This is an optimization exercise on Yosys and OpenROAD, whose aim is small area, a short achievable clock period and few clock cycles, not a production implementation.
The RTL was checked by simulation tests, not by an equivalence proof against the original design.
No activity file was given, so power comes from the tool's default toggle rates.

### flow/design.v
module mod_mult_m_14 (
    input  wire        clk,
    input  wire        rst_n,
    input  wire        st,           
    input  wire [20:0] e,
    input  wire [13:0] b,
    output reg  [33:0] acc_s,
    output reg  [33:0] acc_c
);
reg clr;
always @(posedge clk or negedge rst_n) begin
    if (!rst_n)
        clr <= 1'b0;
    else
        clr <= st;
end
wire [6:0] neg = e[6:0];
wire [6:0] one = e[13:7];
wire [6:0] two = e[20:14];
wire [14:0] b1 = {1'b0, b};         
wire [14:0] b2 = {b, 1'b0};         
wire [14:0] pp0 = (({15{one[0]}} & b1) | ({15{two[0]}} & b2)) ^ {15{neg[0]}};
wire [14:0] pp1 = (({15{one[1]}} & b1) | ({15{two[1]}} & b2)) ^ {15{neg[1]}};
wire [14:0] pp2 = (({15{one[2]}} & b1) | ({15{two[2]}} & b2)) ^ {15{neg[2]}};
wire [14:0] pp3 = (({15{one[3]}} & b1) | ({15{two[3]}} & b2)) ^ {15{neg[3]}};
wire [14:0] pp4 = (({15{one[4]}} & b1) | ({15{two[4]}} & b2)) ^ {15{neg[4]}};
wire [14:0] pp5 = (({15{one[5]}} & b1) | ({15{two[5]}} & b2)) ^ {15{neg[5]}};
wire [14:0] pp6 = (({15{one[6]}} & b1) | ({15{two[6]}} & b2)) ^ {15{neg[6]}};
wire [33:0] gs = clr ? 34'd0 : acc_s;
wire [33:0] gc = clr ? 34'd0 : acc_c;
wire n1 = neg[6] ^ gs[12];
wire n2 = neg[6] & gs[12];
wire n3 = gs[13] ^ gc[13];
wire n4 = gs[13] & gc[13];
wire n5 = gs[14] ^ gc[14];
wire n6 = gs[14] & gc[14];
wire n7 = ~(~neg[0] ^ gs[15]);
wire n8 = ~neg[0] | gs[15];
wire n9 = ~gs[16];
wire n10 = neg[3] ^ gs[6];
wire n11 = neg[3] & gs[6];
wire n12 = gs[7] ^ gc[7];
wire n13 = gs[7] & gc[7];
wire n14, n15;
fa_cell u_n14 (.a(neg[4]), .b(gs[8]), .c(gc[8]), .s(n14), .co(n15));
wire n16 = pp0[8] ^ pp1[6];
wire n17 = pp0[8] & pp1[6];
wire n18, n19;
fa_cell u_n18 (.a(gs[9]), .b(gc[9]), .c(pp0[9]), .s(n18), .co(n19));
wire n20 = pp1[7] ^ pp2[5];
wire n21 = pp1[7] & pp2[5];
wire n22, n23;
fa_cell u_n22 (.a(neg[5]), .b(gs[10]), .c(gc[10]), .s(n22), .co(n23));
wire n24, n25;
fa_cell u_n24 (.a(pp0[10]), .b(pp1[8]), .c(pp2[6]), .s(n24), .co(n25));
wire n26 = pp3[4] ^ pp4[2];
wire n27 = pp3[4] & pp4[2];
wire n28, n29;
fa_cell u_n28 (.a(gs[11]), .b(gc[11]), .c(pp0[11]), .s(n28), .co(n29));
wire n30, n31;
fa_cell u_n30 (.a(pp1[9]), .b(pp2[7]), .c(pp3[5]), .s(n30), .co(n31));
wire n32 = pp4[3] ^ pp5[1];
wire n33 = pp4[3] & pp5[1];
wire n34, n35;
fa_cell u_n34 (.a(gc[12]), .b(pp0[12]), .c(pp1[10]), .s(n34), .co(n35));
wire n36, n37;
fa_cell u_n36 (.a(pp2[8]), .b(pp3[6]), .c(pp4[4]), .s(n36), .co(n37));
wire n38, n39;
fa_cell u_n38 (.a(pp5[2]), .b(pp6[0]), .c(n1), .s(n38), .co(n39));
wire n40, n41;
fa_cell u_n40 (.a(pp0[13]), .b(pp1[11]), .c(pp2[9]), .s(n40), .co(n41));
wire n42, n43;
fa_cell u_n42 (.a(pp3[7]), .b(pp4[5]), .c(pp5[3]), .s(n42), .co(n43));
wire n44, n45;
fa_cell u_n44 (.a(pp6[1]), .b(n2), .c(n3), .s(n44), .co(n45));
wire n46, n47;
fa_cell u_n46 (.a(pp0[14]), .b(pp1[12]), .c(pp2[10]), .s(n46), .co(n47));
wire n48, n49;
fa_cell u_n48 (.a(pp3[8]), .b(pp4[6]), .c(pp5[4]), .s(n48), .co(n49));
wire n50, n51;
fa_cell u_n50 (.a(pp6[2]), .b(n4), .c(n5), .s(n50), .co(n51));
wire n52, n53;
fa_cell u_n52 (.a(gc[15]), .b(pp1[13]), .c(pp2[11]), .s(n52), .co(n53));
wire n54, n55;
fa_cell u_n54 (.a(pp3[9]), .b(pp4[7]), .c(pp5[5]), .s(n54), .co(n55));
wire n56, n57;
fa_cell u_n56 (.a(pp6[3]), .b(n6), .c(n7), .s(n56), .co(n57));
wire n58, n59;
fa_cell u_n58 (.a(gc[16]), .b(n9), .c(pp1[14]), .s(n58), .co(n59));
wire n60, n61;
fa_cell u_n60 (.a(pp2[12]), .b(pp3[10]), .c(pp4[8]), .s(n60), .co(n61));
wire n62, n63;
fa_cell u_n62 (.a(pp5[6]), .b(pp6[4]), .c(n8), .s(n62), .co(n63));
wire n64, n65;
fa_cell u_n64 (.a(~neg[1]), .b(gs[17]), .c(gc[17]), .s(n64), .co(n65));
wire n66, n67;
fa_cell u_n66 (.a(gs[16]), .b(pp2[13]), .c(pp3[11]), .s(n66), .co(n67));
wire n68, n69;
fa_cell u_n68 (.a(pp4[9]), .b(pp5[7]), .c(pp6[5]), .s(n68), .co(n69));
wire n70 = ~(gs[18] ^ gc[18]);
wire n71 = gs[18] | gc[18];
wire n72, n73;
fa_cell u_n72 (.a(pp2[14]), .b(pp3[12]), .c(pp4[10]), .s(n72), .co(n73));
wire n74 = pp5[8] ^ pp6[6];
wire n75 = pp5[8] & pp6[6];
wire n76, n77;
fa_cell u_n76 (.a(~neg[2]), .b(gs[19]), .c(gc[19]), .s(n76), .co(n77));
wire n78, n79;
fa_cell u_n78 (.a(pp3[13]), .b(pp4[11]), .c(pp5[9]), .s(n78), .co(n79));
wire n80 = ~(gs[20] ^ gc[20]);
wire n81 = gs[20] | gc[20];
wire n82 = pp3[14] ^ pp4[12];
wire n83 = pp3[14] & pp4[12];
wire n84, n85;
fa_cell u_n84 (.a(~neg[3]), .b(gs[21]), .c(gc[21]), .s(n84), .co(n85));
wire n86 = ~gs[22];
wire n87 = neg[1] ^ gs[2];
wire n88 = neg[1] & gs[2];
wire n89 = gs[3] ^ gc[3];
wire n90 = gs[3] & gc[3];
wire n91, n92;
fa_cell u_n91 (.a(neg[2]), .b(gs[4]), .c(gc[4]), .s(n91), .co(n92));
wire n93 = pp0[4] ^ pp1[2];
wire n94 = pp0[4] & pp1[2];
wire n95, n96;
fa_cell u_n95 (.a(gs[5]), .b(gc[5]), .c(pp0[5]), .s(n95), .co(n96));
wire n97 = pp1[3] ^ pp2[1];
wire n98 = pp1[3] & pp2[1];
wire n99, n100;
fa_cell u_n99 (.a(gc[6]), .b(pp0[6]), .c(pp1[4]), .s(n99), .co(n100));
wire n101, n102;
fa_cell u_n101 (.a(pp2[2]), .b(pp3[0]), .c(n10), .s(n101), .co(n102));
wire n103, n104;
fa_cell u_n103 (.a(pp0[7]), .b(pp1[5]), .c(pp2[3]), .s(n103), .co(n104));
wire n105, n106;
fa_cell u_n105 (.a(pp3[1]), .b(n11), .c(n12), .s(n105), .co(n106));
wire n107, n108;
fa_cell u_n107 (.a(pp2[4]), .b(pp3[2]), .c(pp4[0]), .s(n107), .co(n108));
wire n109, n110;
fa_cell u_n109 (.a(n13), .b(n14), .c(n16), .s(n109), .co(n110));
wire n111, n112;
fa_cell u_n111 (.a(pp3[3]), .b(pp4[1]), .c(n17), .s(n111), .co(n112));
wire n113, n114;
fa_cell u_n113 (.a(n15), .b(n20), .c(n18), .s(n113), .co(n114));
wire n115, n116;
fa_cell u_n115 (.a(pp5[0]), .b(n21), .c(n22), .s(n115), .co(n116));
wire n117, n118;
fa_cell u_n117 (.a(n26), .b(n19), .c(n24), .s(n117), .co(n118));
wire n119, n120;
fa_cell u_n119 (.a(n27), .b(n23), .c(n32), .s(n119), .co(n120));
wire n121, n122;
fa_cell u_n121 (.a(n25), .b(n28), .c(n30), .s(n121), .co(n122));
wire n123, n124;
fa_cell u_n123 (.a(n33), .b(n29), .c(n31), .s(n123), .co(n124));
wire n125, n126;
fa_cell u_n125 (.a(n34), .b(n36), .c(n38), .s(n125), .co(n126));
wire n127, n128;
fa_cell u_n127 (.a(n35), .b(n37), .c(n40), .s(n127), .co(n128));
wire n129, n130;
fa_cell u_n129 (.a(n42), .b(n39), .c(n44), .s(n129), .co(n130));
wire n131, n132;
fa_cell u_n131 (.a(n41), .b(n43), .c(n46), .s(n131), .co(n132));
wire n133, n134;
fa_cell u_n133 (.a(n48), .b(n45), .c(n50), .s(n133), .co(n134));
wire n135, n136;
fa_cell u_n135 (.a(n47), .b(n49), .c(n52), .s(n135), .co(n136));
wire n137, n138;
fa_cell u_n137 (.a(n54), .b(n51), .c(n56), .s(n137), .co(n138));
wire n139, n140;
fa_cell u_n139 (.a(n53), .b(n55), .c(n57), .s(n139), .co(n140));
wire n141, n142;
fa_cell u_n141 (.a(n58), .b(n60), .c(n62), .s(n141), .co(n142));
wire n143, n144;
fa_cell u_n143 (.a(n64), .b(n59), .c(n61), .s(n143), .co(n144));
wire n145, n146;
fa_cell u_n145 (.a(n63), .b(n66), .c(n68), .s(n145), .co(n146));
wire n147, n148;
fa_cell u_n147 (.a(n70), .b(n65), .c(n74), .s(n147), .co(n148));
wire n149, n150;
fa_cell u_n149 (.a(n67), .b(n69), .c(n72), .s(n149), .co(n150));
wire n151, n152;
fa_cell u_n151 (.a(pp6[7]), .b(n71), .c(n75), .s(n151), .co(n152));
wire n153, n154;
fa_cell u_n153 (.a(n76), .b(n73), .c(n78), .s(n153), .co(n154));
wire n155, n156;
fa_cell u_n155 (.a(pp5[10]), .b(pp6[8]), .c(n80), .s(n155), .co(n156));
wire n157, n158;
fa_cell u_n157 (.a(n77), .b(n82), .c(n79), .s(n157), .co(n158));
wire n159, n160;
fa_cell u_n159 (.a(pp4[13]), .b(pp5[11]), .c(pp6[9]), .s(n159), .co(n160));
wire n161, n162;
fa_cell u_n161 (.a(n81), .b(n83), .c(n84), .s(n161), .co(n162));
wire n163, n164;
fa_cell u_n163 (.a(gc[22]), .b(n86), .c(pp4[14]), .s(n163), .co(n164));
wire n165, n166;
fa_cell u_n165 (.a(pp5[12]), .b(pp6[10]), .c(n85), .s(n165), .co(n166));
wire n167, n168;
fa_cell u_n167 (.a(~neg[4]), .b(gs[23]), .c(gc[23]), .s(n167), .co(n168));
wire n169, n170;
fa_cell u_n169 (.a(gs[22]), .b(pp5[13]), .c(pp6[11]), .s(n169), .co(n170));
wire n171 = ~(gs[24] ^ gc[24]);
wire n172 = gs[24] | gc[24];
wire n173 = pp5[14] ^ pp6[12];
wire n174 = pp5[14] & pp6[12];
wire n175, n176;
fa_cell u_n175 (.a(~neg[5]), .b(gs[25]), .c(gc[25]), .s(n175), .co(n176));
wire n177 = ~gs[26];
wire n178 = neg[0] ^ gs[0];
wire n179 = neg[0] & gs[0];
wire n180 = gs[1] ^ gc[1];
wire n181 = gs[1] & gc[1];
wire n182, n183;
fa_cell u_n182 (.a(gc[2]), .b(pp0[2]), .c(pp1[0]), .s(n182), .co(n183));
wire n184, n185;
fa_cell u_n184 (.a(pp0[3]), .b(pp1[1]), .c(n88), .s(n184), .co(n185));
wire n186, n187;
fa_cell u_n186 (.a(pp2[0]), .b(n90), .c(n91), .s(n186), .co(n187));
wire n188, n189;
fa_cell u_n188 (.a(n94), .b(n92), .c(n97), .s(n188), .co(n189));
wire n190, n191;
fa_cell u_n190 (.a(n98), .b(n96), .c(n99), .s(n190), .co(n191));
wire n192, n193;
fa_cell u_n192 (.a(n100), .b(n103), .c(n102), .s(n192), .co(n193));
wire n194, n195;
fa_cell u_n194 (.a(n104), .b(n107), .c(n106), .s(n194), .co(n195));
wire n196, n197;
fa_cell u_n196 (.a(n108), .b(n111), .c(n110), .s(n196), .co(n197));
wire n198, n199;
fa_cell u_n198 (.a(n112), .b(n115), .c(n114), .s(n198), .co(n199));
wire n200, n201;
fa_cell u_n200 (.a(n116), .b(n119), .c(n118), .s(n200), .co(n201));
wire n202, n203;
fa_cell u_n202 (.a(n120), .b(n123), .c(n122), .s(n202), .co(n203));
wire n204, n205;
fa_cell u_n204 (.a(n124), .b(n127), .c(n126), .s(n204), .co(n205));
wire n206, n207;
fa_cell u_n206 (.a(n128), .b(n131), .c(n130), .s(n206), .co(n207));
wire n208, n209;
fa_cell u_n208 (.a(n132), .b(n135), .c(n134), .s(n208), .co(n209));
wire n210, n211;
fa_cell u_n210 (.a(n136), .b(n139), .c(n138), .s(n210), .co(n211));
wire n212, n213;
fa_cell u_n212 (.a(n140), .b(n143), .c(n142), .s(n212), .co(n213));
wire n214, n215;
fa_cell u_n214 (.a(n147), .b(n144), .c(n146), .s(n214), .co(n215));
wire n216, n217;
fa_cell u_n216 (.a(n151), .b(n148), .c(n150), .s(n216), .co(n217));
wire n218, n219;
fa_cell u_n218 (.a(n155), .b(n152), .c(n157), .s(n218), .co(n219));
wire n220, n221;
fa_cell u_n220 (.a(n156), .b(n159), .c(n161), .s(n220), .co(n221));
wire n222, n223;
fa_cell u_n222 (.a(n160), .b(n163), .c(n162), .s(n222), .co(n223));
wire n224, n225;
fa_cell u_n224 (.a(n167), .b(n164), .c(n169), .s(n224), .co(n225));
wire n226, n227;
fa_cell u_n226 (.a(n171), .b(n168), .c(n173), .s(n226), .co(n227));
wire n228, n229;
fa_cell u_n228 (.a(pp6[13]), .b(n172), .c(n174), .s(n228), .co(n229));
wire n230, n231;
fa_cell u_n230 (.a(gc[26]), .b(n177), .c(pp6[14]), .s(n230), .co(n231));
wire n232, n233;
fa_cell u_n232 (.a(~neg[6]), .b(gs[27]), .c(gc[27]), .s(n232), .co(n233));
wire n234 = ~gs[28];
wire n235 = ~gs[29];
wire n236 = ~gs[30];
wire n237 = ~gs[31];
wire n238 = ~gs[32];
wire n239 = ~gs[33];
wire n240 = gc[0] ^ pp0[0];
wire n241 = gc[0] & pp0[0];
wire n242, n243;
fa_cell u_n242 (.a(pp0[1]), .b(n179), .c(n180), .s(n242), .co(n243));
wire n244, n245;
fa_cell u_n244 (.a(n181), .b(n87), .c(n182), .s(n244), .co(n245));
wire n246, n247;
fa_cell u_n246 (.a(n89), .b(n183), .c(n184), .s(n246), .co(n247));
wire n248, n249;
fa_cell u_n248 (.a(n93), .b(n185), .c(n186), .s(n248), .co(n249));
wire n250, n251;
fa_cell u_n250 (.a(n95), .b(n187), .c(n188), .s(n250), .co(n251));
wire n252, n253;
fa_cell u_n252 (.a(n101), .b(n189), .c(n190), .s(n252), .co(n253));
wire n254, n255;
fa_cell u_n254 (.a(n105), .b(n191), .c(n192), .s(n254), .co(n255));
wire n256, n257;
fa_cell u_n256 (.a(n109), .b(n193), .c(n194), .s(n256), .co(n257));
wire n258, n259;
fa_cell u_n258 (.a(n195), .b(n113), .c(n196), .s(n258), .co(n259));
wire n260, n261;
fa_cell u_n260 (.a(n117), .b(n197), .c(n198), .s(n260), .co(n261));
wire n262, n263;
fa_cell u_n262 (.a(n121), .b(n199), .c(n200), .s(n262), .co(n263));
wire n264, n265;
fa_cell u_n264 (.a(n125), .b(n201), .c(n202), .s(n264), .co(n265));
wire n266, n267;
fa_cell u_n266 (.a(n129), .b(n203), .c(n204), .s(n266), .co(n267));
wire n268, n269;
fa_cell u_n268 (.a(n133), .b(n205), .c(n206), .s(n268), .co(n269));
wire n270, n271;
fa_cell u_n270 (.a(n137), .b(n207), .c(n208), .s(n270), .co(n271));
wire n272, n273;
fa_cell u_n272 (.a(n141), .b(n209), .c(n210), .s(n272), .co(n273));
wire n274, n275;
fa_cell u_n274 (.a(n145), .b(n211), .c(n212), .s(n274), .co(n275));
wire n276, n277;
fa_cell u_n276 (.a(n149), .b(n213), .c(n214), .s(n276), .co(n277));
wire n278, n279;
fa_cell u_n278 (.a(n153), .b(n215), .c(n216), .s(n278), .co(n279));
wire n280, n281;
fa_cell u_n280 (.a(n154), .b(n217), .c(n218), .s(n280), .co(n281));
wire n282, n283;
fa_cell u_n282 (.a(n158), .b(n220), .c(n219), .s(n282), .co(n283));
wire n284, n285;
fa_cell u_n284 (.a(n165), .b(n222), .c(n221), .s(n284), .co(n285));
wire n286, n287;
fa_cell u_n286 (.a(n166), .b(n224), .c(n223), .s(n286), .co(n287));
wire n288, n289;
fa_cell u_n288 (.a(n170), .b(n226), .c(n225), .s(n288), .co(n289));
wire n290, n291;
fa_cell u_n290 (.a(n175), .b(n228), .c(n227), .s(n290), .co(n291));
wire n292, n293;
fa_cell u_n292 (.a(n176), .b(n230), .c(n229), .s(n292), .co(n293));
wire n294, n295;
fa_cell u_n294 (.a(gs[26]), .b(n232), .c(n231), .s(n294), .co(n295));
wire n296, n297;
fa_cell u_n296 (.a(gc[28]), .b(n234), .c(n233), .s(n296), .co(n297));
wire n298, n299;
fa_cell u_n298 (.a(gc[29]), .b(gs[28]), .c(n235), .s(n298), .co(n299));
wire n300, n301;
fa_cell u_n300 (.a(gc[30]), .b(gs[29]), .c(n236), .s(n300), .co(n301));
wire n302, n303;
fa_cell u_n302 (.a(gc[31]), .b(gs[30]), .c(n237), .s(n302), .co(n303));
wire n304, n305;
fa_cell u_n304 (.a(gc[32]), .b(gs[31]), .c(n238), .s(n304), .co(n305));
wire n306, n307;
fa_cell u_n306 (.a(gc[33]), .b(gs[32]), .c(n239), .s(n306), .co(n307));
always @(posedge clk) begin
    acc_s <= {n306, n304, n302, n300, n298, n296, n294, n292, n290, n288, n286, n284, n282, n280, n278, n276, n274, n272, n270, n268, n266, n264, n262, n260, n258, n256, n254, n252, n250, n248, n246, n244, n242, n240};
    acc_c <= {n305, n303, n301, n299, n297, n295, n293, n291, n289, n287, n285, n283, n281, n279, n277, n275, n273, n271, n269, n267, n265, n263, n261, n259, n257, n255, n253, n251, n249, n247, n245, n243, n241, n178};
end
endmodule
module fa_cell (
    input  wire a,
    input  wire b,
    input  wire c,
    output wire s,
    output wire co
);
    assign s  = a ^ b ^ c;
    assign co = (a & b) | (a & c) | (b & c);
endmodule
module pfx34 (
    input  wire [33:0] g,
    input  wire [33:0] p,
    output wire [33:0] c
);
wire G0_1 = g[1] | (p[1] & g[0]);
wire P0_1 = p[1] & p[0];
wire G0_3 = g[3] | (p[3] & g[2]);
wire P0_3 = p[3] & p[2];
wire G0_5 = g[5] | (p[5] & g[4]);
wire P0_5 = p[5] & p[4];
wire G0_7 = g[7] | (p[7] & g[6]);
wire P0_7 = p[7] & p[6];
wire G0_9 = g[9] | (p[9] & g[8]);
wire P0_9 = p[9] & p[8];
wire G0_11 = g[11] | (p[11] & g[10]);
wire P0_11 = p[11] & p[10];
wire G0_13 = g[13] | (p[13] & g[12]);
wire P0_13 = p[13] & p[12];
wire G0_15 = g[15] | (p[15] & g[14]);
wire P0_15 = p[15] & p[14];
wire G0_17 = g[17] | (p[17] & g[16]);
wire P0_17 = p[17] & p[16];
wire G0_19 = g[19] | (p[19] & g[18]);
wire P0_19 = p[19] & p[18];
wire G0_21 = g[21] | (p[21] & g[20]);
wire P0_21 = p[21] & p[20];
wire G0_23 = g[23] | (p[23] & g[22]);
wire P0_23 = p[23] & p[22];
wire G0_25 = g[25] | (p[25] & g[24]);
wire P0_25 = p[25] & p[24];
wire G0_27 = g[27] | (p[27] & g[26]);
wire P0_27 = p[27] & p[26];
wire G0_29 = g[29] | (p[29] & g[28]);
wire P0_29 = p[29] & p[28];
wire G0_31 = g[31] | (p[31] & g[30]);
wire P0_31 = p[31] & p[30];
wire G0_33 = g[33] | (p[33] & g[32]);
wire P0_33 = p[33] & p[32];
wire G1_2 = g[2] | (p[2] & G0_1);
wire P1_2 = p[2] & P0_1;
wire G1_3 = G0_3 | (P0_3 & G0_1);
wire P1_3 = P0_3 & P0_1;
wire G1_6 = g[6] | (p[6] & G0_5);
wire P1_6 = p[6] & P0_5;
wire G1_7 = G0_7 | (P0_7 & G0_5);
wire P1_7 = P0_7 & P0_5;
wire G1_10 = g[10] | (p[10] & G0_9);
wire P1_10 = p[10] & P0_9;
wire G1_11 = G0_11 | (P0_11 & G0_9);
wire P1_11 = P0_11 & P0_9;
wire G1_14 = g[14] | (p[14] & G0_13);
wire P1_14 = p[14] & P0_13;
wire G1_15 = G0_15 | (P0_15 & G0_13);
wire P1_15 = P0_15 & P0_13;
wire G1_18 = g[18] | (p[18] & G0_17);
wire P1_18 = p[18] & P0_17;
wire G1_19 = G0_19 | (P0_19 & G0_17);
wire P1_19 = P0_19 & P0_17;
wire G1_22 = g[22] | (p[22] & G0_21);
wire P1_22 = p[22] & P0_21;
wire G1_23 = G0_23 | (P0_23 & G0_21);
wire P1_23 = P0_23 & P0_21;
wire G1_26 = g[26] | (p[26] & G0_25);
wire P1_26 = p[26] & P0_25;
wire G1_27 = G0_27 | (P0_27 & G0_25);
wire P1_27 = P0_27 & P0_25;
wire G1_30 = g[30] | (p[30] & G0_29);
wire P1_30 = p[30] & P0_29;
wire G1_31 = G0_31 | (P0_31 & G0_29);
wire P1_31 = P0_31 & P0_29;
wire G2_4 = g[4] | (p[4] & G1_3);
wire P2_4 = p[4] & P1_3;
wire G2_5 = G0_5 | (P0_5 & G1_3);
wire P2_5 = P0_5 & P1_3;
wire G2_6 = G1_6 | (P1_6 & G1_3);
wire P2_6 = P1_6 & P1_3;
wire G2_7 = G1_7 | (P1_7 & G1_3);
wire P2_7 = P1_7 & P1_3;
wire G2_12 = g[12] | (p[12] & G1_11);
wire P2_12 = p[12] & P1_11;
wire G2_13 = G0_13 | (P0_13 & G1_11);
wire P2_13 = P0_13 & P1_11;
wire G2_14 = G1_14 | (P1_14 & G1_11);
wire P2_14 = P1_14 & P1_11;
wire G2_15 = G1_15 | (P1_15 & G1_11);
wire P2_15 = P1_15 & P1_11;
wire G2_20 = g[20] | (p[20] & G1_19);
wire P2_20 = p[20] & P1_19;
wire G2_21 = G0_21 | (P0_21 & G1_19);
wire P2_21 = P0_21 & P1_19;
wire G2_22 = G1_22 | (P1_22 & G1_19);
wire P2_22 = P1_22 & P1_19;
wire G2_23 = G1_23 | (P1_23 & G1_19);
wire P2_23 = P1_23 & P1_19;
wire G2_28 = g[28] | (p[28] & G1_27);
wire P2_28 = p[28] & P1_27;
wire G2_29 = G0_29 | (P0_29 & G1_27);
wire P2_29 = P0_29 & P1_27;
wire G2_30 = G1_30 | (P1_30 & G1_27);
wire P2_30 = P1_30 & P1_27;
wire G2_31 = G1_31 | (P1_31 & G1_27);
wire P2_31 = P1_31 & P1_27;
wire G3_8 = g[8] | (p[8] & G2_7);
wire P3_8 = p[8] & P2_7;
wire G3_9 = G0_9 | (P0_9 & G2_7);
wire P3_9 = P0_9 & P2_7;
wire G3_10 = G1_10 | (P1_10 & G2_7);
wire P3_10 = P1_10 & P2_7;
wire G3_11 = G1_11 | (P1_11 & G2_7);
wire P3_11 = P1_11 & P2_7;
wire G3_12 = G2_12 | (P2_12 & G2_7);
wire P3_12 = P2_12 & P2_7;
wire G3_13 = G2_13 | (P2_13 & G2_7);
wire P3_13 = P2_13 & P2_7;
wire G3_14 = G2_14 | (P2_14 & G2_7);
wire P3_14 = P2_14 & P2_7;
wire G3_15 = G2_15 | (P2_15 & G2_7);
wire P3_15 = P2_15 & P2_7;
wire G3_24 = g[24] | (p[24] & G2_23);
wire P3_24 = p[24] & P2_23;
wire G3_25 = G0_25 | (P0_25 & G2_23);
wire P3_25 = P0_25 & P2_23;
wire G3_26 = G1_26 | (P1_26 & G2_23);
wire P3_26 = P1_26 & P2_23;
wire G3_27 = G1_27 | (P1_27 & G2_23);
wire P3_27 = P1_27 & P2_23;
wire G3_28 = G2_28 | (P2_28 & G2_23);
wire P3_28 = P2_28 & P2_23;
wire G3_29 = G2_29 | (P2_29 & G2_23);
wire P3_29 = P2_29 & P2_23;
wire G3_30 = G2_30 | (P2_30 & G2_23);
wire P3_30 = P2_30 & P2_23;
wire G3_31 = G2_31 | (P2_31 & G2_23);
wire P3_31 = P2_31 & P2_23;
wire G4_16 = g[16] | (p[16] & G3_15);
wire P4_16 = p[16] & P3_15;
wire G4_17 = G0_17 | (P0_17 & G3_15);
wire P4_17 = P0_17 & P3_15;
wire G4_18 = G1_18 | (P1_18 & G3_15);
wire P4_18 = P1_18 & P3_15;
wire G4_19 = G1_19 | (P1_19 & G3_15);
wire P4_19 = P1_19 & P3_15;
wire G4_20 = G2_20 | (P2_20 & G3_15);
wire P4_20 = P2_20 & P3_15;
wire G4_21 = G2_21 | (P2_21 & G3_15);
wire P4_21 = P2_21 & P3_15;
wire G4_22 = G2_22 | (P2_22 & G3_15);
wire P4_22 = P2_22 & P3_15;
wire G4_23 = G2_23 | (P2_23 & G3_15);
wire P4_23 = P2_23 & P3_15;
wire G4_24 = G3_24 | (P3_24 & G3_15);
wire P4_24 = P3_24 & P3_15;
wire G4_25 = G3_25 | (P3_25 & G3_15);
wire P4_25 = P3_25 & P3_15;
wire G4_26 = G3_26 | (P3_26 & G3_15);
wire P4_26 = P3_26 & P3_15;
wire G4_27 = G3_27 | (P3_27 & G3_15);
wire P4_27 = P3_27 & P3_15;
wire G4_28 = G3_28 | (P3_28 & G3_15);
wire P4_28 = P3_28 & P3_15;
wire G4_29 = G3_29 | (P3_29 & G3_15);
wire P4_29 = P3_29 & P3_15;
wire G4_30 = G3_30 | (P3_30 & G3_15);
wire P4_30 = P3_30 & P3_15;
wire G4_31 = G3_31 | (P3_31 & G3_15);
wire P4_31 = P3_31 & P3_15;
wire G5_32 = g[32] | (p[32] & G4_31);
wire P5_32 = p[32] & P4_31;
wire G5_33 = G0_33 | (P0_33 & G4_31);
wire P5_33 = P0_33 & P4_31;
assign c = {G5_33, G5_32, G4_31, G4_30, G4_29, G4_28, G4_27, G4_26, G4_25, G4_24, G4_23, G4_22, G4_21, G4_20, G4_19, G4_18, G4_17, G4_16, G3_15, G3_14, G3_13, G3_12, G3_11, G3_10, G3_9, G3_8, G2_7, G2_6, G2_5, G2_4, G1_3, G1_2, G0_1, g[0]};
endmodule
module pfx17 (
    input  wire [16:0] g,
    input  wire [16:0] p,
    output wire [16:0] c
);
wire G0_1 = g[1] | (p[1] & g[0]);
wire P0_1 = p[1] & p[0];
wire G0_3 = g[3] | (p[3] & g[2]);
wire P0_3 = p[3] & p[2];
wire G0_5 = g[5] | (p[5] & g[4]);
wire P0_5 = p[5] & p[4];
wire G0_7 = g[7] | (p[7] & g[6]);
wire P0_7 = p[7] & p[6];
wire G0_9 = g[9] | (p[9] & g[8]);
wire P0_9 = p[9] & p[8];
wire G0_11 = g[11] | (p[11] & g[10]);
wire P0_11 = p[11] & p[10];
wire G0_13 = g[13] | (p[13] & g[12]);
wire P0_13 = p[13] & p[12];
wire G0_15 = g[15] | (p[15] & g[14]);
wire P0_15 = p[15] & p[14];
wire G1_2 = g[2] | (p[2] & G0_1);
wire P1_2 = p[2] & P0_1;
wire G1_3 = G0_3 | (P0_3 & G0_1);
wire P1_3 = P0_3 & P0_1;
wire G1_6 = g[6] | (p[6] & G0_5);
wire P1_6 = p[6] & P0_5;
wire G1_7 = G0_7 | (P0_7 & G0_5);
wire P1_7 = P0_7 & P0_5;
wire G1_10 = g[10] | (p[10] & G0_9);
wire P1_10 = p[10] & P0_9;
wire G1_11 = G0_11 | (P0_11 & G0_9);
wire P1_11 = P0_11 & P0_9;
wire G1_14 = g[14] | (p[14] & G0_13);
wire P1_14 = p[14] & P0_13;
wire G1_15 = G0_15 | (P0_15 & G0_13);
wire P1_15 = P0_15 & P0_13;
wire G2_4 = g[4] | (p[4] & G1_3);
wire P2_4 = p[4] & P1_3;
wire G2_5 = G0_5 | (P0_5 & G1_3);
wire P2_5 = P0_5 & P1_3;
wire G2_6 = G1_6 | (P1_6 & G1_3);
wire P2_6 = P1_6 & P1_3;
wire G2_7 = G1_7 | (P1_7 & G1_3);
wire P2_7 = P1_7 & P1_3;
wire G2_12 = g[12] | (p[12] & G1_11);
wire P2_12 = p[12] & P1_11;
wire G2_13 = G0_13 | (P0_13 & G1_11);
wire P2_13 = P0_13 & P1_11;
wire G2_14 = G1_14 | (P1_14 & G1_11);
wire P2_14 = P1_14 & P1_11;
wire G2_15 = G1_15 | (P1_15 & G1_11);
wire P2_15 = P1_15 & P1_11;
wire G3_8 = g[8] | (p[8] & G2_7);
wire P3_8 = p[8] & P2_7;
wire G3_9 = G0_9 | (P0_9 & G2_7);
wire P3_9 = P0_9 & P2_7;
wire G3_10 = G1_10 | (P1_10 & G2_7);
wire P3_10 = P1_10 & P2_7;
wire G3_11 = G1_11 | (P1_11 & G2_7);
wire P3_11 = P1_11 & P2_7;
wire G3_12 = G2_12 | (P2_12 & G2_7);
wire P3_12 = P2_12 & P2_7;
wire G3_13 = G2_13 | (P2_13 & G2_7);
wire P3_13 = P2_13 & P2_7;
wire G3_14 = G2_14 | (P2_14 & G2_7);
wire P3_14 = P2_14 & P2_7;
wire G3_15 = G2_15 | (P2_15 & G2_7);
wire P3_15 = P2_15 & P2_7;
wire G4_16 = g[16] | (p[16] & G3_15);
wire P4_16 = p[16] & P3_15;
assign c = {G4_16, G3_15, G3_14, G3_13, G3_12, G3_11, G3_10, G3_9, G3_8, G2_7, G2_6, G2_5, G2_4, G1_3, G1_2, G0_1, g[0]};
endmodule
module systolic_mm (
    input clk,
    input rst_n,
    input in_valid,
    input in_last,
    input [55:0] a_col,
    input [55:0] b_row,
    output reg out_valid,
    output reg [55:0] out_data
);
function [20:0] booth_enc;
    input [13:0] a;
    reg [13:0] s;
    reg [14:0] x;
    integer k;
    begin
        s = a[13] ? a + 14'd4095 : a;     
        x = {s, 1'b0};
        for (k = 0; k < 7; k = k + 1) begin
            booth_enc[k]      = x[2*k+2];                                    
            booth_enc[7 + k]  = x[2*k+1] ^ x[2*k];                           
            booth_enc[14 + k] = (x[2*k+2] & ~x[2*k+1] & ~x[2*k]) |
                                (~x[2*k+2] & x[2*k+1] & x[2*k]);             
        end
    end
endfunction
wire [55:0] a_in = in_valid ? a_col : 56'd0;
reg  [20:0] e0_d0, e1_d1, e2_d2, e3_d3;    
reg  [13:0] a1_d0, a2_d0, a2_d1, a3_d0, a3_d1, a3_d2;    
reg  [55:0] b_d0, b_d1, b_d2, b_d3;        
reg         in_tile;        
reg  [3:0]  st_d;           
reg  [3:0]  ls_d;           
reg  [3:0]  rv;             
always @(posedge clk) begin
    e0_d0 <= booth_enc(a_in[13:0]);
    a1_d0 <= a_in[27:14];
    a2_d0 <= a_in[41:28];
    a3_d0 <= a_in[55:42];
    e1_d1 <= booth_enc(a1_d0);
    a2_d1 <= a2_d0;
    e2_d2 <= booth_enc(a2_d1);
    a3_d1 <= a3_d0;
    a3_d2 <= a3_d1;
    e3_d3 <= booth_enc(a3_d2);
    b_d0  <= b_row;
    b_d1  <= b_d0;
    b_d2  <= b_d1;
    b_d3  <= b_d2;
end
wire st_in = in_valid & !in_tile;
always @(posedge clk or negedge rst_n) begin
    if (!rst_n) begin
        in_tile   <= 1'b0;
        st_d      <= 4'd0;
        ls_d      <= 4'd0;
        rv        <= 4'd0;
        out_valid <= 1'b0;
    end else begin
        if (in_valid)
            in_tile <= !in_last;
        st_d      <= {st_d[2:0], st_in};
        ls_d      <= {ls_d[2:0], in_valid & in_last};
        rv        <= {rv[2:0], |ls_d};
        out_valid <= rv[3];
    end
end
wire [20:0] e_row [0:3];
assign e_row[0] = e0_d0;
assign e_row[1] = e1_d1;
assign e_row[2] = e2_d2;
assign e_row[3] = e3_d3;
wire [55:0] b_row_d [0:3];
assign b_row_d[0] = b_d0;
assign b_row_d[1] = b_d1;
assign b_row_d[2] = b_d2;
assign b_row_d[3] = b_d3;
wire [3:0] st_pe = {st_d[2:0], st_in};
wire [33:0] acc_s [0:3][0:3];
wire [33:0] acc_c [0:3][0:3];
genvar gi, gj;
generate
    for (gi = 0; gi < 4; gi = gi + 1) begin : g_row
        for (gj = 0; gj < 4; gj = gj + 1) begin : g_col
            mod_mult_m_14 u_mac (
                .clk(clk),
                .rst_n(rst_n),
                .st(st_pe[gi]),
                .e(e_row[gi]),
                .b(b_row_d[gi][gj*14 +: 14]),
                .acc_s(acc_s[gi][gj]),
                .acc_c(acc_c[gi][gj])
            );
        end
    end
endgenerate
wire [13:0] res [0:3];
generate
    for (gj = 0; gj < 4; gj = gj + 1) begin : g_red
        mod_red u_red (
            .clk(clk),
            .rst_n(rst_n),
            .ls(ls_d),
            .acc_s({acc_s[3][gj], acc_s[2][gj], acc_s[1][gj], acc_s[0][gj]}),
            .acc_c({acc_c[3][gj], acc_c[2][gj], acc_c[1][gj], acc_c[0][gj]}),
            .res(res[gj])
        );
    end
endgenerate
always @(*) out_data = {res[3], res[2], res[1], res[0]};
endmodule
module mod_red (
    input  wire         clk,
    input  wire         rst_n,
    input  wire [3:0]   ls,           
    input  wire [135:0] acc_s,        
    input  wire [135:0] acc_c,
    output reg  [13:0]  res
);
reg [3:0] fin;
always @(posedge clk or negedge rst_n) begin
    if (!rst_n)
        fin <= 4'd0;
    else
        fin <= ls;
end
function [13:0] lut0;       
    input [3:0] v;
    reg [223:0] tbl;
    begin
        tbl = {14'd12269, 14'd8174, 14'd4079, 14'd12273, 14'd8178, 14'd4083, 14'd12277, 14'd8182, 14'd4087, 14'd12281, 14'd8186, 14'd4091, 14'd12285, 14'd8190, 14'd4095, 14'd0};
        lut0 = tbl[v * 14 +: 14];
    end
endfunction
function [13:0] lut1;       
    input [3:0] v;
    reg [223:0] tbl;
    begin
        tbl = {14'd11969, 14'd7894, 14'd3819, 14'd12033, 14'd7958, 14'd3883, 14'd12097, 14'd8022, 14'd3947, 14'd12161, 14'd8086, 14'd4011, 14'd12225, 14'd8150, 14'd4075, 14'd0};
        lut1 = tbl[v * 14 +: 14];
    end
endfunction
function [13:0] lut2;       
    input [3:0] v;
    reg [223:0] tbl;
    begin
        tbl = {14'd7169, 14'd3414, 14'd11948, 14'd8193, 14'd4438, 14'd683, 14'd9217, 14'd5462, 14'd1707, 14'd10241, 14'd6486, 14'd2731, 14'd11265, 14'd7510, 14'd3755, 14'd0};
        lut2 = tbl[v * 14 +: 14];
    end
endfunction
function [13:0] lut3;       
    input [3:0] v;
    reg [223:0] tbl;
    begin
        tbl = {14'd4103, 14'd5468, 14'd6833, 14'd8198, 14'd9563, 14'd10928, 14'd4, 14'd1369, 14'd2734, 14'd4099, 14'd5464, 14'd6829, 14'd8194, 14'd9559, 14'd10924, 14'd0};
        lut3 = tbl[v * 14 +: 14];
    end
endfunction
function [13:0] lut4;       
    input [3:0] v;
    reg [223:0] tbl;
    begin
        tbl = {14'd9551, 14'd6813, 14'd4075, 14'd1337, 14'd10888, 14'd8150, 14'd5412, 14'd2674, 14'd6877, 14'd4139, 14'd1401, 14'd10952, 14'd8214, 14'd5476, 14'd2738, 14'd0};
        lut4 = tbl[v * 14 +: 14];
    end
endfunction
function [15:0] cconst;          
    input [2:0] h;
    input [1:0] k;
    reg [127:0] tbl0, tbl1, tbl2;
    begin
        tbl0 = {16'd4087, 16'd12281, 16'd8186, 16'd4091, 16'd12285, 16'd8190, 16'd4095, 16'd0};
        tbl1 = {16'd57334, 16'd65528, 16'd61433, 16'd57338, 16'd65532, 16'd61437, 16'd57342, 16'd53247};
        tbl2 = {16'd45045, 16'd53239, 16'd49144, 16'd45049, 16'd53243, 16'd49148, 16'd45053, 16'd40958};
        case (k)
            2'd0: cconst = tbl0[h * 16 +: 16];
            2'd1: cconst = tbl1[h * 16 +: 16];
            default: cconst = tbl2[h * 16 +: 16];
        endcase
    end
endfunction
function [13:0] final_red;
    input [16:0] t;
    reg [15:0] c0, c1, c2;
    begin
        c0 = {2'b00, t[13:0]} + cconst(t[16:14], 2'd0);
        c1 = {2'b00, t[13:0]} + cconst(t[16:14], 2'd1);
        c2 = {2'b00, t[13:0]} + cconst(t[16:14], 2'd2);
        if (!c2[15])
            final_red = c2[13:0];
        else if (!c1[15])
            final_red = c1[13:0];
        else
            final_red = c0[13:0];
    end
endfunction
wire [33:0] xs = ({34{fin[0]}} & acc_s[33:0])   | ({34{fin[1]}} & acc_s[67:34]) |
                 ({34{fin[2]}} & acc_s[101:68]) | ({34{fin[3]}} & acc_s[135:102]);
wire [33:0] xc = ({34{fin[0]}} & acc_c[33:0])   | ({34{fin[1]}} & acc_c[67:34]) |
                 ({34{fin[2]}} & acc_c[101:68]) | ({34{fin[3]}} & acc_c[135:102]);
wire [33:0] xa_p = xs ^ xc;
wire [33:0] xa_g = xs & xc;
wire [33:0] xa_c;
pfx34 u_xa (.g(xa_g), .p(xa_p), .c(xa_c));
wire [33:0] xa = xa_p ^ {xa_c[32:0], 1'b0};
reg [33:0] x_r;
wire [13:0] l0 = lut0(x_r[17:14]);
wire [13:0] l1 = lut1(x_r[21:18]);
wire [13:0] l2 = lut2(x_r[25:22]);
wire [13:0] l3 = lut3(x_r[29:26]);
wire [13:0] l4 = lut4(x_r[33:30]);
wire f1, f2;
fa_cell u_f1 (.a(x_r[0]), .b(l0[0]), .c(l1[0]), .s(f1), .co(f2));
wire f3, f4;
fa_cell u_f3 (.a(x_r[1]), .b(l0[1]), .c(l1[1]), .s(f3), .co(f4));
wire f5 = l2[1] ^ l3[1];
wire f6 = l2[1] & l3[1];
wire f7, f8;
fa_cell u_f7 (.a(x_r[2]), .b(l0[2]), .c(l1[2]), .s(f7), .co(f8));
wire f9, f10;
fa_cell u_f9 (.a(l2[2]), .b(l3[2]), .c(l4[2]), .s(f9), .co(f10));
wire f11, f12;
fa_cell u_f11 (.a(x_r[3]), .b(l0[3]), .c(l1[3]), .s(f11), .co(f12));
wire f13, f14;
fa_cell u_f13 (.a(l2[3]), .b(l3[3]), .c(l4[3]), .s(f13), .co(f14));
wire f15, f16;
fa_cell u_f15 (.a(x_r[4]), .b(l0[4]), .c(l1[4]), .s(f15), .co(f16));
wire f17, f18;
fa_cell u_f17 (.a(l2[4]), .b(l3[4]), .c(l4[4]), .s(f17), .co(f18));
wire f19, f20;
fa_cell u_f19 (.a(x_r[5]), .b(l0[5]), .c(l1[5]), .s(f19), .co(f20));
wire f21, f22;
fa_cell u_f21 (.a(l2[5]), .b(l3[5]), .c(l4[5]), .s(f21), .co(f22));
wire f23, f24;
fa_cell u_f23 (.a(x_r[6]), .b(l0[6]), .c(l1[6]), .s(f23), .co(f24));
wire f25, f26;
fa_cell u_f25 (.a(l2[6]), .b(l3[6]), .c(l4[6]), .s(f25), .co(f26));
wire f27, f28;
fa_cell u_f27 (.a(x_r[7]), .b(l0[7]), .c(l1[7]), .s(f27), .co(f28));
wire f29, f30;
fa_cell u_f29 (.a(l2[7]), .b(l3[7]), .c(l4[7]), .s(f29), .co(f30));
wire f31, f32;
fa_cell u_f31 (.a(x_r[8]), .b(l0[8]), .c(l1[8]), .s(f31), .co(f32));
wire f33, f34;
fa_cell u_f33 (.a(l2[8]), .b(l3[8]), .c(l4[8]), .s(f33), .co(f34));
wire f35, f36;
fa_cell u_f35 (.a(x_r[9]), .b(l0[9]), .c(l1[9]), .s(f35), .co(f36));
wire f37, f38;
fa_cell u_f37 (.a(l2[9]), .b(l3[9]), .c(l4[9]), .s(f37), .co(f38));
wire f39, f40;
fa_cell u_f39 (.a(x_r[10]), .b(l0[10]), .c(l1[10]), .s(f39), .co(f40));
wire f41, f42;
fa_cell u_f41 (.a(l2[10]), .b(l3[10]), .c(l4[10]), .s(f41), .co(f42));
wire f43, f44;
fa_cell u_f43 (.a(x_r[11]), .b(l0[11]), .c(l1[11]), .s(f43), .co(f44));
wire f45, f46;
fa_cell u_f45 (.a(l2[11]), .b(l3[11]), .c(l4[11]), .s(f45), .co(f46));
wire f47, f48;
fa_cell u_f47 (.a(x_r[12]), .b(l0[12]), .c(l1[12]), .s(f47), .co(f48));
wire f49, f50;
fa_cell u_f49 (.a(l2[12]), .b(l3[12]), .c(l4[12]), .s(f49), .co(f50));
wire f51, f52;
fa_cell u_f51 (.a(x_r[13]), .b(l0[13]), .c(l1[13]), .s(f51), .co(f52));
wire f53, f54;
fa_cell u_f53 (.a(l2[13]), .b(l3[13]), .c(l4[13]), .s(f53), .co(f54));
wire f55 = l2[0] ^ l3[0];
wire f56 = l2[0] & l3[0];
wire f57, f58;
fa_cell u_f57 (.a(l4[1]), .b(f5), .c(f2), .s(f57), .co(f58));
wire f59, f60;
fa_cell u_f59 (.a(f6), .b(f4), .c(f7), .s(f59), .co(f60));
wire f61, f62;
fa_cell u_f61 (.a(f8), .b(f10), .c(f11), .s(f61), .co(f62));
wire f63, f64;
fa_cell u_f63 (.a(f12), .b(f14), .c(f15), .s(f63), .co(f64));
wire f65, f66;
fa_cell u_f65 (.a(f16), .b(f18), .c(f19), .s(f65), .co(f66));
wire f67, f68;
fa_cell u_f67 (.a(f20), .b(f22), .c(f23), .s(f67), .co(f68));
wire f69, f70;
fa_cell u_f69 (.a(f24), .b(f26), .c(f27), .s(f69), .co(f70));
wire f71, f72;
fa_cell u_f71 (.a(f28), .b(f30), .c(f31), .s(f71), .co(f72));
wire f73, f74;
fa_cell u_f73 (.a(f32), .b(f34), .c(f35), .s(f73), .co(f74));
wire f75, f76;
fa_cell u_f75 (.a(f36), .b(f38), .c(f39), .s(f75), .co(f76));
wire f77, f78;
fa_cell u_f77 (.a(f40), .b(f42), .c(f43), .s(f77), .co(f78));
wire f79, f80;
fa_cell u_f79 (.a(f44), .b(f46), .c(f47), .s(f79), .co(f80));
wire f81, f82;
fa_cell u_f81 (.a(f48), .b(f50), .c(f51), .s(f81), .co(f82));
wire f83 = l4[0] ^ f55;
wire f84 = l4[0] & f55;
wire f85, f86;
fa_cell u_f85 (.a(f56), .b(f3), .c(f57), .s(f85), .co(f86));
wire f87, f88;
fa_cell u_f87 (.a(f9), .b(f58), .c(f59), .s(f87), .co(f88));
wire f89, f90;
fa_cell u_f89 (.a(f13), .b(f60), .c(f61), .s(f89), .co(f90));
wire f91, f92;
fa_cell u_f91 (.a(f17), .b(f62), .c(f63), .s(f91), .co(f92));
wire f93, f94;
fa_cell u_f93 (.a(f21), .b(f64), .c(f65), .s(f93), .co(f94));
wire f95, f96;
fa_cell u_f95 (.a(f25), .b(f66), .c(f67), .s(f95), .co(f96));
wire f97, f98;
fa_cell u_f97 (.a(f29), .b(f68), .c(f69), .s(f97), .co(f98));
wire f99, f100;
fa_cell u_f99 (.a(f33), .b(f70), .c(f71), .s(f99), .co(f100));
wire f101, f102;
fa_cell u_f101 (.a(f37), .b(f72), .c(f73), .s(f101), .co(f102));
wire f103, f104;
fa_cell u_f103 (.a(f41), .b(f74), .c(f75), .s(f103), .co(f104));
wire f105, f106;
fa_cell u_f105 (.a(f45), .b(f76), .c(f77), .s(f105), .co(f106));
wire f107, f108;
fa_cell u_f107 (.a(f49), .b(f78), .c(f79), .s(f107), .co(f108));
wire f109, f110;
fa_cell u_f109 (.a(f53), .b(f80), .c(f81), .s(f109), .co(f110));
wire f111, f112;
fa_cell u_f111 (.a(f52), .b(f54), .c(f82), .s(f111), .co(f112));
reg [16:0] f0_r, f1_r;
wire [16:0] ta_p = f0_r ^ f1_r;
wire [16:0] ta_g = f0_r & f1_r;
wire [16:0] ta_c;
pfx17 u_ta (.g(ta_g), .p(ta_p), .c(ta_c));
wire [16:0] ta = ta_p ^ {ta_c[15:0], 1'b0};
reg [16:0] t_r;
always @(posedge clk) begin
    x_r  <= xa;
    f0_r <= {1'b0, f112, f111, f109, f107, f105, f103, f101, f99, f97, f95, f93, f91, f89, f87, f85, f83};
    f1_r <= {1'b0, 1'b0, f110, f108, f106, f104, f102, f100, f98, f96, f94, f92, f90, f88, f86, f84, f1};
    t_r  <= ta;
    res  <= final_red(t_r);
end
endmodule
### flow/run.sh
#!/bin/bash
# synth_recipe.tcl (not shown) runs the flow's synth.tcl, then flattens the netlist and writes it again
# the make line also repeats each setting of config.mk as NAME=value (left out here)
make -C /OpenROAD-flow-scripts/flow DESIGN_CONFIG=/design/flow/config.mk WORK_HOME=/design/flow/orfs CLKGATE_MAP_FILE= SYNTH_SCRIPT=/design/flow/synth_recipe.tcl finish
### flow/config.mk
export PLATFORM = sky130hd
export DESIGN_NAME = systolic_mm
export DESIGN_NICKNAME = systolic_mm
export VERILOG_FILES = /design/flow/design.v
export SDC_FILE = /design/flow/constraint.sdc
export NUM_CORES = 4
export LEC_CHECK = 0
export ABC_CLOCK_PERIOD_IN_PS = 3000
export CAP_MARGIN = 20
export CORE_MARGIN = 2
export CORE_UTILIZATION = 50
export SETUP_SLACK_MARGIN = 4.2
export SLEW_MARGIN = 20
export SYNTH_HIERARCHICAL = 1
export SYNTH_MINIMUM_KEEP_SIZE = 0
### flow/constraint.sdc
create_clock -name core_clock -period 7.5 [get_ports {clk}]
set_input_delay 1.5000 -clock core_clock [delete_from_list [all_inputs] [get_ports {clk}]]
set_output_delay 1.5000 -clock core_clock [all_outputs]
set_load 0.01 [all_outputs]
==> results.sh, run 1 <==
export IMPL_status="no timing/DRC/antenna violations"
export IMPL_min_period_ns=3.37
export IMPL_htree_num_levels=4
export IMPL_clockRootBuffer="clkbuf_16"
export IMPL_p_leak_uw=0.0707
export IMPL_firstDrtPassIters=7
export IMPL_ys_warn_count=9
export IMPL_core_um2=318000
export IMPL_postSynthAreaPerCell_um2=10.9
export IMPL_hold_path_end="a3_d2[5]"
export IMPL_timing_slew_headroom=0.330
export IMPL_wl_um=555000
export IMPL_rows=207
export IMPL_slew_violations=0
export IMPL_crit_fanout=24
export IMPL_drc=0
export IMPL_layout_common_cells="fa_1 (2,240), a22oi_1 (1,849), xnor2_1 (1,774)"
export IMPL_grt_pass1_wl_um=816000
export IMPL_dp_hpwl_um=364000
export IMPL_path_clk_slew_ns=0.06
export IMPL_num_nets_final=17500
export IMPL_grtUsageTotal=0.338
export IMPL_wl_per_cell_um=29.8
export IMPL_cts_tree="yes"
export IMPL_synth_nets=17800
export IMPL_final_util=0.555
export IMPL_clkSinkCount=1909
export IMPL_rr_worst_depth=11
export IMPL_postCtsHoldBufs=0
export IMPL_hold_viol_final=0
export IMPL_cp_data_required_time_ns=8.29
export IMPL_ir_worst_vdd_v=0.000274
export IMPL_drive_above_1_share=0.119
export IMPL_worstHoldStart="a3_d1[5]"
export IMPL_grt_pass1_vias=124000
export IMPL_max_freq_mhz=297
export IMPL_drv_cap=0
export IMPL_dieHeight_um=569
export IMPL_crit_arrival_ns=4.16
export IMPL_overflow=0
export IMPL_detail_route_antenna_nets=0
export IMPL_min_path_cells=0
export IMPL_grt_max_degree=69
export IMPL_viasPerCell=6.23
export IMPL_clockBufferDepth=4
export IMPL_cts_buffers=229
export IMPL_die_x_um=569
export IMPL_timing_rr_start="g_red[3].u_red.fin[0]"
export IMPL_gp_congestion=0.938
export IMPL_syn_instance_count=14600
export IMPL_hp_class="reg2reg"
export IMPL_fin_cells=18600
export IMPL_finalSetupViolCount=0
export IMPL_path_class="reg2reg"
export IMPL_dp_cells=17900
export IMPL_worst_pin_slew_ns=0.998
export IMPL_grt_setup_unrepaired="true"
export IMPL_skew_ns=0.0558
export IMPL_drtIter0Drc=11900
export IMPL_mappedNetlistArea_um2=159000
export IMPL_die_area_um2=323000
export IMPL_reg2reg_to="g_red[3].u_red.x_r[33]"
export IMPL_power_density_nw_per_um2=553
export IMPL_cp_end_kind="flip-flop"
export IMPL_initial_utilization=0.502
export IMPL_layout_commonest_cell="fa_1"
export IMPL_vias=116000
export IMPL_antenna_found_initial=26
export IMPL_ios=173
export IMPL_fin_crit_sh=0.449
export IMPL_syn_to_final_growth_pct=10.5
export IMPL_port_buffers=172
export IMPL_reg2reg_slack_ns=4.13
export IMPL_start_kind="flip-flop"
export IMPL_tns_ns=0
export IMPL_insertion_delay_ns=0.95
-- where the power goes --
part           internal, µW  switching [µW]
combinational         29000           35200
sequential            16600            4400
clock                  7310            4980
total                 52800           44500
-- metal layers --
| metal | part of all wire | up-vias | routed length [µm] | GRT usage |
|---|---|---|---|---|
| met2 | 0.45 | 6616 | 250000 | 0.534 |
| met4 | 0.082 | 12 | 45800 | 0.226 |
| met3 | 0.096 | 1912 | 53500 | 0.0740 |
| met5 | 0.00016 | - | 90 | 0.000297 |
| met1 | 0.37 | 58900 | 206000 | 0.417 |
| li1 | - | 48700 | - | - |
-- repair_timing --
action                                 in CTS  in global routing
cloned                                      9                 18
setup endpoints to repair                 822                396
setup buffers                             247                 58
endpoints found under the hold margin       0                  0
resized for setup                         602                401
pin swaps                                  41                104
-- metrics by stage --
step / power [µW] / setup slack [ns] / hold WS, ns / area, µm²
2_1_floorplan: 64700 / 4.23 / 0.310 / 159000
3_5_place_dp: 82300 / 3.41 / 0.312 / 160000
6_report: 97400 / 4.13 / 0.324 / 176000
5_1_grt: 107000 / 4.10 / 0.331 / 176000
3_3_place_gp: 80000 / 3.39 / 0.310 / 160000
4_1_cts: 96700 / 4.12 / 0.326 / 174000
-- worst max path at each step --
stage / end / slack, ns / start
final: g_red[3].u_red.x_r[33] / 4.13 / g_red[3].u_red.fin[0]
after detailed placement: g_row[0].g_col[2].u_mac.acc_s[16] / 3.41 / e0_d0[10]
after global routing: g_red[0].u_red.x_r[15] / 4.10 / g_red[0].u_red.fin[0]
after CTS: g_red[2].u_red.x_r[33] / 4.12 / g_red[2].u_red.fin[3]
after global placement: e0_d0[19] / 3.39 / a_col[13]
after floorplan: e0_d0[16] / 4.23 / in_valid
-- final cells by class --
type                            instances  area (µm²)
Multi-Input combinational cell      11000      113000
Fill cell                           27000      141000
Tap cell                             4180        5230
Inverter                              526        1970
Antenna cell                           10        25.0
Clock buffer                          292        6330
Clock inverter                        135        1880
Sequential cell                      1909       39100
Timing Repair Buffer                  636        8530
-- critical path: stages, from the launching register on --
cell and delay [ns]:
dfrtp_4 0.57, bufbuf_16 0.35, a22oi_1 0.51, nand2_1 0.20
ha_1 0.27, a21oi_1 0.12, o21ai_0 0.14, inv_1 0.15
o21ai_4 0.10, o41a_4 0.46, a21o_1 0.19, xor2_1 0.15
-- flip-flops by register name, indices dropped and copies added, names as in the netlist, 16 cells and up --
register                 flops
g_red.u_red.res             56
g_red.u_red.x_r            136
g_red.u_red.f1_r            60
b_d2                        56
g_row.g_col.u_mac.acc_s    544
e2_d2                       21
b_d1                        56
e1_d1                       21
e3_d3                       21
g_row.g_col.u_mac.acc_c    544
g_red.u_red.fin             16
b_d3                        56
g_red.u_red.f0_r            64
b_d0                        56
e0_d0                       21
g_red.u_red.t_r             68
g_row.g_col.u_mac.clr       16
Testbench counts, summed over its fixed seeds: cycles 6,216.
==> inputs of run 2 (changes only) <==
--- a/flow/design.v
+++ b/flow/design.v
@@ -8,12 +8,8 @@
     output reg  [33:0] acc_c
 );
 reg clr;
-always @(posedge clk or negedge rst_n) begin
-    if (!rst_n)
-        clr <= 1'b0;
-    else
-        clr <= st;
-end
+always @(posedge clk)
+    clr <= st;
 wire [6:0] neg = e[6:0];
 wire [6:0] one = e[13:7];
 wire [6:0] two = e[20:14];
@@ -716,12 +712,8 @@
     output reg  [13:0]  res
 );
 reg [3:0] fin;
-always @(posedge clk or negedge rst_n) begin
-    if (!rst_n)
-        fin <= 4'd0;
-    else
-        fin <= ls;
-end
+always @(posedge clk)
+    fin <= ls;
 function [13:0] lut0;       
     input [3:0] v;
     reg [223:0] tbl;
==> results.sh, run 2 <==
export IMPL_min_period_ns=3.33
export IMPL_synth_nets=17800
export IMPL_cts_buffers=229
export IMPL_overflow=0
export IMPL_timing_slew_headroom=0.126
export IMPL_grtUsageTotal=0.332
export IMPL_fin_crit_sh=0.444
export IMPL_postSynthAreaPerCell_um2=10.9
export IMPL_fin_cells=18600
export IMPL_insertion_delay_ns=0.99
export IMPL_slowest_stage="a22oi_1"
export IMPL_clockRootBuffer="clkbuf_16"
export IMPL_viasPerCell=6.17
export IMPL_status="no timing/DRC/antenna violations"
export IMPL_layout_common_cells="fa_1 (2,238), a22oi_1 (1,909), xnor2_1 (1,773)"
export IMPL_tns_ns=0
export IMPL_crit_arrival_ns=4.15
export IMPL_hp_class="reg2reg"
export IMPL_dp_cells=17900
export IMPL_crit_path_cell_trace="buf_12, a22oi_1, nand2_1, ha_1, a21oi_1, o21ai_0, inv_1, o21ai_4, o41a_4, a21o_1, xor2_1"
export IMPL_cp_num_buf_inv=2
export IMPL_vias=115000
export IMPL_reg2reg_slack_ns=4.17
export IMPL_cts_tree="yes"
export IMPL_worst_slack_ns=4.17
export IMPL_path_class="reg2reg"
export IMPL_syn_to_final_growth_pct=9.04
export IMPL_dieHeight_um=568
export IMPL_syn_instance_count=14600
export IMPL_rows=207
export IMPL_cp_slowest_stage_delay_ns=0.63
export IMPL_skew_ns=0.0666
export IMPL_grt_max_degree=69
export IMPL_die_x_um=568
export IMPL_initial_utilization=0.502
export IMPL_firstDrtPassIters=7
export IMPL_max_freq_mhz=300
export IMPL_htree_num_levels=4
export IMPL_power_density_nw_per_um2=556
export IMPL_wl_um=544000
export IMPL_mappedNetlistArea_um2=159000
export IMPL_ios=173
export IMPL_clockBufferDepth=4
export IMPL_layout_commonest_cell="fa_1"
export IMPL_ir_worst_vdd_v=0.000325
export IMPL_ys_warn_count=9
export IMPL_hold_viol_final=0
export IMPL_cp_end_kind="flip-flop"
export IMPL_num_nets_final=17400
export IMPL_cp_data_required_time_ns=8.32
export IMPL_drv_cap=0
export IMPL_dp_hpwl_um=366000
export IMPL_start_kind="flip-flop"
export IMPL_detail_route_antenna_nets=0
export IMPL_worst_pin_slew_ns=1.31
export IMPL_crit_fanout=68
export IMPL_drc=0
export IMPL_reg_largest_list="g_row.g_col.u_mac.acc_c x544, g_row.g_col.u_mac.acc_s x544, g_red.u_red.x_r x136"
export IMPL_core_um2=318000
export IMPL_slew_violations=0
export IMPL_wl_per_cell_um=29.3
export IMPL_drtIter0Drc=12000
export IMPL_antenna_found_initial=21
export IMPL_clkSinkCount=1909
export IMPL_finalSetupViolCount=0
export IMPL_dp_worst_setup_slack_ns=3.03
export IMPL_grt_pass1_wl_um=802000
export IMPL_p_leak_uw=0.0697
export IMPL_drive_above_1_share=0.105
export IMPL_cp_top_family="compound AO/OA/AOI/OAI gates"
export IMPL_grt_setup_unrepaired="true"
export IMPL_die_area_um2=323000
export IMPL_port_buffers=172
export IMPL_gp_congestion=0.959
export IMPL_grt_pass1_vias=122000
export IMPL_path_clk_slew_ns=0.06
==> run 2: cell types whose count changed in the layout (fill, tap and decap cells not counted), moves of 23 or more <==
| cell | change |
|---|---|
| a22oi_1 | +60 |
| a22oi_2 | -60 |
| dfxtp_2 | +53 |
| diode_2 | +30 |
| dfrtp_2 | -27 |
| nand2_1 | +25 |
| nand2_2 | -25 |
| buf_16 | -24 |
| buf_4 | -23 |
==> run 2: routing by layer <==
metal  vias up  wire (µm)  track usage  share of wire
met3      1590      53800       0.0795          0.099
met1     58200     207000        0.421           0.38
li1      48600          -            -              -
met2      6343     241000        0.510           0.44
met5         -         88      0.00238        0.00016
met4        12      42300        0.214          0.078
==> run 2: worst paths after layout <==
path | depth (start not counted) | to | from
setup reg to reg | 11 | g_red[1].u_red.x_r[33] | g_red[1].u_red.fin[0]
max in group asynchronous | 1 | rv[2] | rst_n
setup / recovery | 11 | g_red[1].u_red.x_r[33] | g_red[1].u_red.fin[0]
hold reg to reg | 0 | a2_d1[4] | a2_d0[4]
min in group asynchronous | 1 | ls_d[3] | rst_n
hold / removal | 0 | a2_d1[4] | a2_d0[4]
==> run 2: stage by stage <==
step                      total power (µW)  instance area, µm²  hold slack [ns]  utilization
after floorplan                      64700              159000            0.310            -
after global placement               80000              160000            0.316        0.502
after detailed placement             82600              160000            0.312        0.502
after CTS                            96200              172000            0.318        0.541
after global routing                106000              174000            0.312        0.547
final                                96500              174000            0.303        0.547
==> run 2: worst register-to-register path, delay by kind of cell (launching register included) <==
kind | cells | cell delay (ns)
buffers and inverters | 2 | 0.36
and+or+nand+nor | 1 | 0.14
adders and majority gates | 1 | 0.38
AOI/OAI and AO/OA | 6 | 1.82
xor gates and xnor gates | 1 | 0.14
DFF | 1 | 0.33
==> run 2: power breakdown <==
group / switching, µW / leakage, µW / internal (µW) / total (µW)
clock network: 4950 / 0.00384 / 6900 / 11900
logic: 34900 / 0.0497 / 28700 / 63600
registers: 4480 / 0.0162 / 16500 / 21000
total: 44400 / 0.0697 / 52100 / 96500
==> run 2: layout make-up <==
class	count	area, µm²
repair buffers	559	7250
multi-input cells	11000	112000
diodes	40	100
inverters	526	1970
well taps	4180	5230
flip-flops and latches	1909	38900
clock inverters	114	1450
fillers	27200	144000
clock buffers	308	6430
==> run 2: what timing repair did <==
action                     in CTS  in global routing
gates cloned                    1                  7
hold buffers                    0                  0
pin swaps                      12                 45
setup buffers                 191                 65
setup endpoints to repair     786                413
resized for setup             527                345
Testbench counts of run 2, summed over its fixed seeds: cycles 6,216.

port drivers added, routing unchanged:
How much do the figures lean on ideal ports? The routed layouts below were timed once more, with nothing changed but the port constraints.
Step 1 sets driving cells, clkbuf_16 on the clock port and buf_2 on the other inputs (assumed; they add their load-dependent delay and slew).
Step 2, shift: input delay + t, output delay - t, t = (earliest + latest rising clock arrival at the registers) / 2. This alone moves slack from input paths to output paths.
Slacks: ideal / step 1 / step 2; pairs: ideal / step 1.
run | shift t [ns] | setup slack, ns | hold slack, ns | latest minus earliest clock arrival (ns) | worst slew at a driven data input, ns
run 1 | 1.038 | 4.129 / 4.129 / 3.385 | 0.324 / 0.324 / 0.324 | 0.058 / 0.059 | 0.33
run 2 | 1.067 | 4.169 / 4.168 / 3.246 | 0.303 / 0.303 / 0.303 | 0.070 / 0.069 | 0.09
After both steps setup and hold are still met in every run listed. For run 2, which loses most, drivers alone change the setup slack by -0.001 ns; drivers and shift together by -0.923 ns.
